This design comes from an exercise in tuning for small area on the open sky130 flow, not from production work. The RTL was checked by simulation tests, not by an equivalence proof against the original design.

// feed_forward_neural_network_top
module feed_forward_neural_network_top #(parameter
    BITS_PER_WORD = 32,
    INPUT_VECTOR_COUNT = 1,
    INPUT_VECTOR_SIZE=2,
    INPUT_WORD_SIZE=1,
    HIDDEN_LAYER_SIZE = 2,
    OUTPUT_VECTOR_SIZE = 1,
    BIAS_SIZE = 1,
    CLOG2_MAX_WEIGHTS_N = 2,
    CLOG2_MAX_WEIGHTS_M = 2
) (
    input clk,
    input reset_n,
    input weights_en,
    input [0:0] weights_layer_address,
    input [CLOG2_MAX_WEIGHTS_N-1:0] weights_n_address,
    input [CLOG2_MAX_WEIGHTS_M-1:0] weights_m_address,
    input signed [BITS_PER_WORD-1:0] weights_data,
    input in_en,
    input[INPUT_VECTOR_SIZE-1:0] in_data,
    output reg out_en,
    output reg[(BITS_PER_WORD * OUTPUT_VECTOR_SIZE)-1:0] out_data
);
Size in the first run: about 3,900 cells after synthesis, ~320 flip-flops, roughly 76 I/O pins, roughly 48,000 um2 of cells after synthesis.
clock: 20.0 ns
lec_check: 0
abc_area: 1
cap_margin: 5
core_margin: 2
core_utilization: 52
cts_buf_list: sky130_fd_sc_hd__clkbuf_4 sky130_fd_sc_hd__clkbuf_8
cts_cluster_diameter: 80
cts_cluster_size: 14
slew_margin: 5
synth_hierarchical: 1
standard.sh (not shown) runs the stock make flow with config.mk's settings and CLKGATE_MAP_FILE= SYNTH_SCRIPT=/design/flow/synth_recipe.tcl, a recipe that flattens the netlist after the stock synthesis.
==> flow/flow/run.sh <==
#!/bin/bash
# The standard layout, except that ABC maps the combinational logic with an
# area-oriented script (flow/abc_area.script, selected by ABC_AREA=1) instead of
# ORFS's delay-driven one, and the port buffers are the smallest buffer cell.
# Everything else is ORFS's own scripts, unchanged.
set -euo pipefail
work=$(pwd)
rm -rf "$work/scripts"
cp -r "$FLOW_HOME/scripts" "$work/scripts"
cp "$work/flow/abc_area.script" "$work/scripts/abc_area.script"
bash "$work/standard.sh" SCRIPTS_DIR="$work/scripts" BUFFER_PORTS_ARGS="-buffer_cell sky130_fd_sc_hd__buf_1" finish > "$work/standard.log" 2>&1
==> flow/flow/abc_area.script <==
&get -n
&st
&dch
&nf -R 1000
&put
Change:
--- a/flow/config.mk
+++ b/flow/config.mk
@@ -10,3 +10,3 @@
 export CORE_MARGIN = 2
-export CORE_UTILIZATION = 52
+export CORE_UTILIZATION = 58
 export CTS_BUF_LIST = sky130_fd_sc_hd__clkbuf_4 sky130_fd_sc_hd__clkbuf_8
Effect:
- routed wire length is higher by 5.3%
- fmax is lower by 0.66%
- hold slack loses 0.016 ns
- non-clock buffer count is higher by 3


feed_forward_neural_network_top, a different RTL version from the one above (not shown whole).
Size in the first run: roughly 3900 cells after synthesis, ~320 flip-flops, roughly 48000 um2 of cells after synthesis.
clock: 20.0 ns
lec_check: 0
abc_area: 1
cap_margin: 5
core_margin: 2
core_utilization: 52
cts_buf_list: sky130_fd_sc_hd__clkbuf_4 sky130_fd_sc_hd__clkbuf_8
cts_cluster_diameter: 80
cts_cluster_size: 14
slew_margin: 5
synth_hierarchical: 1
Scripts as last shown in full above: flow/flow/run.sh, flow/flow/abc_area.script
Change:
Settings changed: CORE_UTILIZATION 52 to 40.
=>
- The changed run finished with timing, DRC and antenna clean
- first-iteration DRC count goes down by 4.0%
- design area came out higher by 1.1%
- setup slack gains 0.026 ns
- utilization shrinks by 13 points
- non-clock buffer count is higher by 3
Change:
==> flow/flow/run.sh (replaced) <==
#!/bin/bash
# The standard layout, except that ABC maps the combinational logic with an
# area-oriented script (flow/abc_area.script, selected by ABC_AREA=1) instead of
# ORFS's delay-driven one. Everything else is ORFS's own scripts, unchanged.
set -euo pipefail
work=$(pwd)
rm -rf "$work/scripts"
cp -r "$FLOW_HOME/scripts" "$work/scripts"
cp "$work/flow/abc_area.script" "$work/scripts/abc_area.script"
bash "$work/standard.sh" SCRIPTS_DIR="$work/scripts" finish > "$work/standard.log" 2>&1
Settings changed: CORE_UTILIZATION 40 to 65, CTS_BUF_LIST sky130_fd_sc_hd__clkbuf_4 sky130_fd_sc_hd__clkbuf_8 to sky130_fd_sc_hd__clkbuf_2 sky130_fd_sc_hd__clkbuf_4, CTS_CLUSTER_DIAMETER 80 to not set, CTS_CLUSTER_SIZE 14 to not set.
The changed run finished with timing, DRC and antenna clean.
Non-clock buffer count drops by 13.
Routed wire length drops by 0.72%.
Cell area hardly moves.
Synthesized area does not change.
Change:
Settings changed: CORE_UTILIZATION 65 to 40, CTS_BUF_LIST sky130_fd_sc_hd__clkbuf_2 sky130_fd_sc_hd__clkbuf_4 to sky130_fd_sc_hd__clkbuf_4 sky130_fd_sc_hd__clkbuf_8, CTS_CLUSTER_DIAMETER set to 80, CTS_CLUSTER_SIZE set to 14.
The changed run went through all stages and came out clean.
Wire length stays flat.
Clock-buffer cell count shrinks by 80.
Via count drops by 6.0%.
Worst setup slack improves by 0.13 ns.
First-iteration DRC count decreases by 26%.
Die area increases by 61%.
Global-route usage came out lower by 19 points.


== run 1 ==
Starting RTL as in the previous note.
clock: 20.0 ns
lec_check: 0
abc_area: 1
cap_margin: 5
core_margin: 2
core_utilization: 40
cts_buf_list: sky130_fd_sc_hd__clkbuf_4 sky130_fd_sc_hd__clkbuf_8
cts_cluster_diameter: 80
cts_cluster_size: 14
gpl_timing_driven: 0
slew_margin: 5
synth_hierarchical: 1
==> flow/flow/run.sh <==
#!/bin/bash
# The standard layout, except that ABC maps the combinational logic with an
# area-oriented script (flow/abc_area.script, selected by ABC_AREA=1) instead of
# ORFS's delay-driven one, and the port buffers are the smallest buffer cell.
# Everything else is ORFS's own scripts, unchanged.
set -euo pipefail
work=$(pwd)
rm -rf "$work/scripts"
cp -r "$FLOW_HOME/scripts" "$work/scripts"
cp "$work/flow/abc_area.script" "$work/scripts/abc_area.script"
bash "$work/standard.sh" SCRIPTS_DIR="$work/scripts" BUFFER_PORTS_ARGS="-buffer_cell sky130_fd_sc_hd__buf_1" finish > "$work/standard.log" 2>&1
Scripts as last shown in full above: flow/flow/abc_area.script
Edits applied to the flow inputs when going from run 1 to run 2:
Settings: CTS_CLUSTER_DIAMETER no longer set, was 80; CTS_BUF_LIST now sky130_fd_sc_hd__clkbuf_2 sky130_fd_sc_hd__clkbuf_4, was sky130_fd_sc_hd__clkbuf_4 sky130_fd_sc_hd__clkbuf_8; GPL_TIMING_DRIVEN no longer set, was 0; CTS_CLUSTER_SIZE no longer set, was 14.
==> flow/flow/run.sh <==
#!/bin/bash
# The standard layout, except that ABC maps the combinational logic with an
# area-oriented script (flow/abc_area.script, selected by ABC_AREA=1) instead of
# ORFS's delay-driven one. Everything else is ORFS's own scripts, unchanged.
set -euo pipefail
work=$(pwd)
rm -rf "$work/scripts"
cp -r "$FLOW_HOME/scripts" "$work/scripts"
cp "$work/flow/abc_area.script" "$work/scripts/abc_area.script"
bash "$work/standard.sh" SCRIPTS_DIR="$work/scripts" finish > "$work/standard.log" 2>&1
==> comparison <==
- Changes observed in run 2 relative to run 1: wire length +2.9%, overall track demand over capacity in global routing +1.0 points, top-level port count ~0 delta, number of standard cells after synthesis ~0 delta.
- Run 1 finished end to end and its layout was clean on timing, DRC and antenna.
- Run 2 finished end to end and its layout was clean on timing, DRC and antenna.
- Of run 2 and run 1, the lower share of the clock period used by the worst path belongs to run 2.
Inputs modified between run 2 and run 3:
Settings: an added CTS_CLUSTER_DIAMETER of 80; an added CTS_CLUSTER_SIZE of 14; a change of CTS_BUF_LIST from sky130_fd_sc_hd__clkbuf_2 sky130_fd_sc_hd__clkbuf_4 to sky130_fd_sc_hd__clkbuf_4 sky130_fd_sc_hd__clkbuf_8.
==> flow/flow/run.sh <==
#!/bin/bash
# The standard layout, except that ABC maps the combinational logic with an
# area-oriented script (flow/abc_area.script, selected by ABC_AREA=1) instead of
# ORFS's delay-driven one, the port buffers are the smallest buffer cell, and the
# resizer repairs with the smaller buffers only (the platform's don't-use list plus
# buf_4 and up). Everything else is ORFS's own scripts, unchanged.
set -euo pipefail
work=$(pwd)
rm -rf "$work/scripts"
cp -r "$FLOW_HOME/scripts" "$work/scripts"
cp "$work/flow/abc_area.script" "$work/scripts/abc_area.script"
dont_use=" sky130_fd_sc_hd__probe_p_8 sky130_fd_sc_hd__probec_p_8 sky130_fd_sc_hd__lpflow_bleeder_1 sky130_fd_sc_hd__lpflow_clkbufkapwr_1 sky130_fd_sc_hd__lpflow_clkbufkapwr_16 sky130_fd_sc_hd__lpflow_clkbufkapwr_2 sky130_fd_sc_hd__lpflow_clkbufkapwr_4 sky130_fd_sc_hd__lpflow_clkbufkapwr_8 sky130_fd_sc_hd__lpflow_clkinvkapwr_1 sky130_fd_sc_hd__lpflow_clkinvkapwr_16 sky130_fd_sc_hd__lpflow_clkinvkapwr_2 sky130_fd_sc_hd__lpflow_clkinvkapwr_4 sky130_fd_sc_hd__lpflow_clkinvkapwr_8 sky130_fd_sc_hd__lpflow_decapkapwr_12 sky130_fd_sc_hd__lpflow_decapkapwr_3 sky130_fd_sc_hd__lpflow_decapkapwr_4 sky130_fd_sc_hd__lpflow_decapkapwr_6 sky130_fd_sc_hd__lpflow_decapkapwr_8 sky130_fd_sc_hd__lpflow_inputiso0n_1 sky130_fd_sc_hd__lpflow_inputiso0p_1 sky130_fd_sc_hd__lpflow_inputiso1n_1 sky130_fd_sc_hd__lpflow_inputiso1p_1 sky130_fd_sc_hd__lpflow_inputisolatch_1 sky130_fd_sc_hd__lpflow_isobufsrc_1 sky130_fd_sc_hd__lpflow_isobufsrc_16 sky130_fd_sc_hd__lpflow_isobufsrc_2 sky130_fd_sc_hd__lpflow_isobufsrc_4 sky130_fd_sc_hd__lpflow_isobufsrc_8 sky130_fd_sc_hd__lpflow_isobufsrckapwr_16 sky130_fd_sc_hd__lpflow_lsbuf_lh_hl_isowell_tap_1 sky130_fd_sc_hd__lpflow_lsbuf_lh_hl_isowell_tap_2 sky130_fd_sc_hd__lpflow_lsbuf_lh_hl_isowell_tap_4 sky130_fd_sc_hd__lpflow_lsbuf_lh_isowell_4 sky130_fd_sc_hd__lpflow_lsbuf_lh_isowell_tap_1 sky130_fd_sc_hd__lpflow_lsbuf_lh_isowell_tap_2 sky130_fd_sc_hd__lpflow_lsbuf_lh_isowell_tap_4 #  sky130_fd_sc_hd__buf_4 sky130_fd_sc_hd__buf_6 sky130_fd_sc_hd__buf_8 sky130_fd_sc_hd__buf_12 sky130_fd_sc_hd__buf_16"
bash "$work/standard.sh" SCRIPTS_DIR="$work/scripts" BUFFER_PORTS_ARGS="-buffer_cell sky130_fd_sc_hd__buf_1" DONT_USE_CELLS="$dont_use" finish > "$work/standard.log" 2>&1
--- outcome ---
The layout buffering overhead excluding clock cells in run 3 was higher than what run 2 gave.
Going from run 2 to run 3, count of vias placed by the detailed router shrank slightly.
Relative to run 2, transition at the pin with the smallest max-transition slack has increased by 0.23 ns in run 3.
Run 3 vs run 2 — clock-buffer cell count dropped by more than half
Summary of run 3 over run 2: design area now smaller; post-route clock period utilization now larger; global routing met1 resource utilization now larger; first-pass detailed-route iteration total now larger.
Run 2 and run 3 ended up with nearly the same post-detailed-routing wire length.
### run 3 -> run 4
Settings: CTS_BUF_LIST changed from sky130_fd_sc_hd__clkbuf_4 sky130_fd_sc_hd__clkbuf_8 to sky130_fd_sc_hd__clkbuf_8; CTS_CLUSTER_DIAMETER changed from 80 to 60; CTS_CLUSTER_SIZE changed from 14 to 18.
==> flow/flow/run.sh <==
#!/bin/bash
# The standard layout, except that ABC maps the combinational logic with an
# area-oriented script (flow/abc_area.script, selected by ABC_AREA=1) instead of
# ORFS's delay-driven one. Everything else is ORFS's own scripts, unchanged.
set -euo pipefail
work=$(pwd)
rm -rf "$work/scripts"
cp -r "$FLOW_HOME/scripts" "$work/scripts"
cp "$work/flow/abc_area.script" "$work/scripts/abc_area.script"
bash "$work/standard.sh" SCRIPTS_DIR="$work/scripts" finish > "$work/standard.log" 2>&1
Results
Fmax is lower on run 3. Required time reported for the critical path endpoint essentially unchanged between run 3 and run 4. Diff run 3 -> run 4: worst setup margin +0.10 ns.

[port drivers added, routing unchanged]
In the flow no input, the clock included, has a driving cell. The finished layouts below were timed again as built, in two steps. Step 1, drivers: a clkbuf_16 drives clk and a buf_2 each remaining input, both assumed. Step 2, shift: input delay + t, output delay - t, t = (earliest + latest rising clock arrival at the registers) / 2. This alone moves slack from input paths to output paths. a / b / c = ideal / step 1 / step 2; a / b = the first two.
run	t (ns)	slack for setup (ns)	worst setup path at the end	worst register clock-pin slew, ns	pins driven straight from the clock port
the first run of note 1	0.793	0.866 / 0.917 / 0.124	input to register	0.11 / 0.11	1
the second run of note 1	0.728	0.738 / 0.774 / 0.046	input to register	0.10 / 0.10	1
the first run of note 2	0.797	0.992 / 1.038 / 0.241	input to register	0.10 / 0.10	1
the second run of note 2	0.757	1.018 / 1.062 / 0.305	input to register	0.10 / 0.10	1
the third run of note 2	0.919	0.736 / 0.776 / -0.144	input to register	0.08 / 0.08	1
the fourth run of note 2	0.733	0.864 / 0.904 / 0.171	input to register	0.11 / 0.11	1
run 1	0.802	0.670 / 0.684 / -0.118	input to register	0.11 / 0.11	1
run 2	1.053	1.154 / 1.193 / 0.139	input to register	0.08 / 0.08	1
run 3	0.803	0.777 / 0.823 / 0.020	input to register	0.11 / 0.11	1
run 4	0.753	0.878 / 0.918 / 0.165	input to register	0.11 / 0.11	1
Met with ideal ports but missed after step 2: setup timing in the third run of note 2 and run 1. For run 2, which loses most, drivers alone change the setup slack by +0.039 ns; drivers and shift together by -1.015 ns.
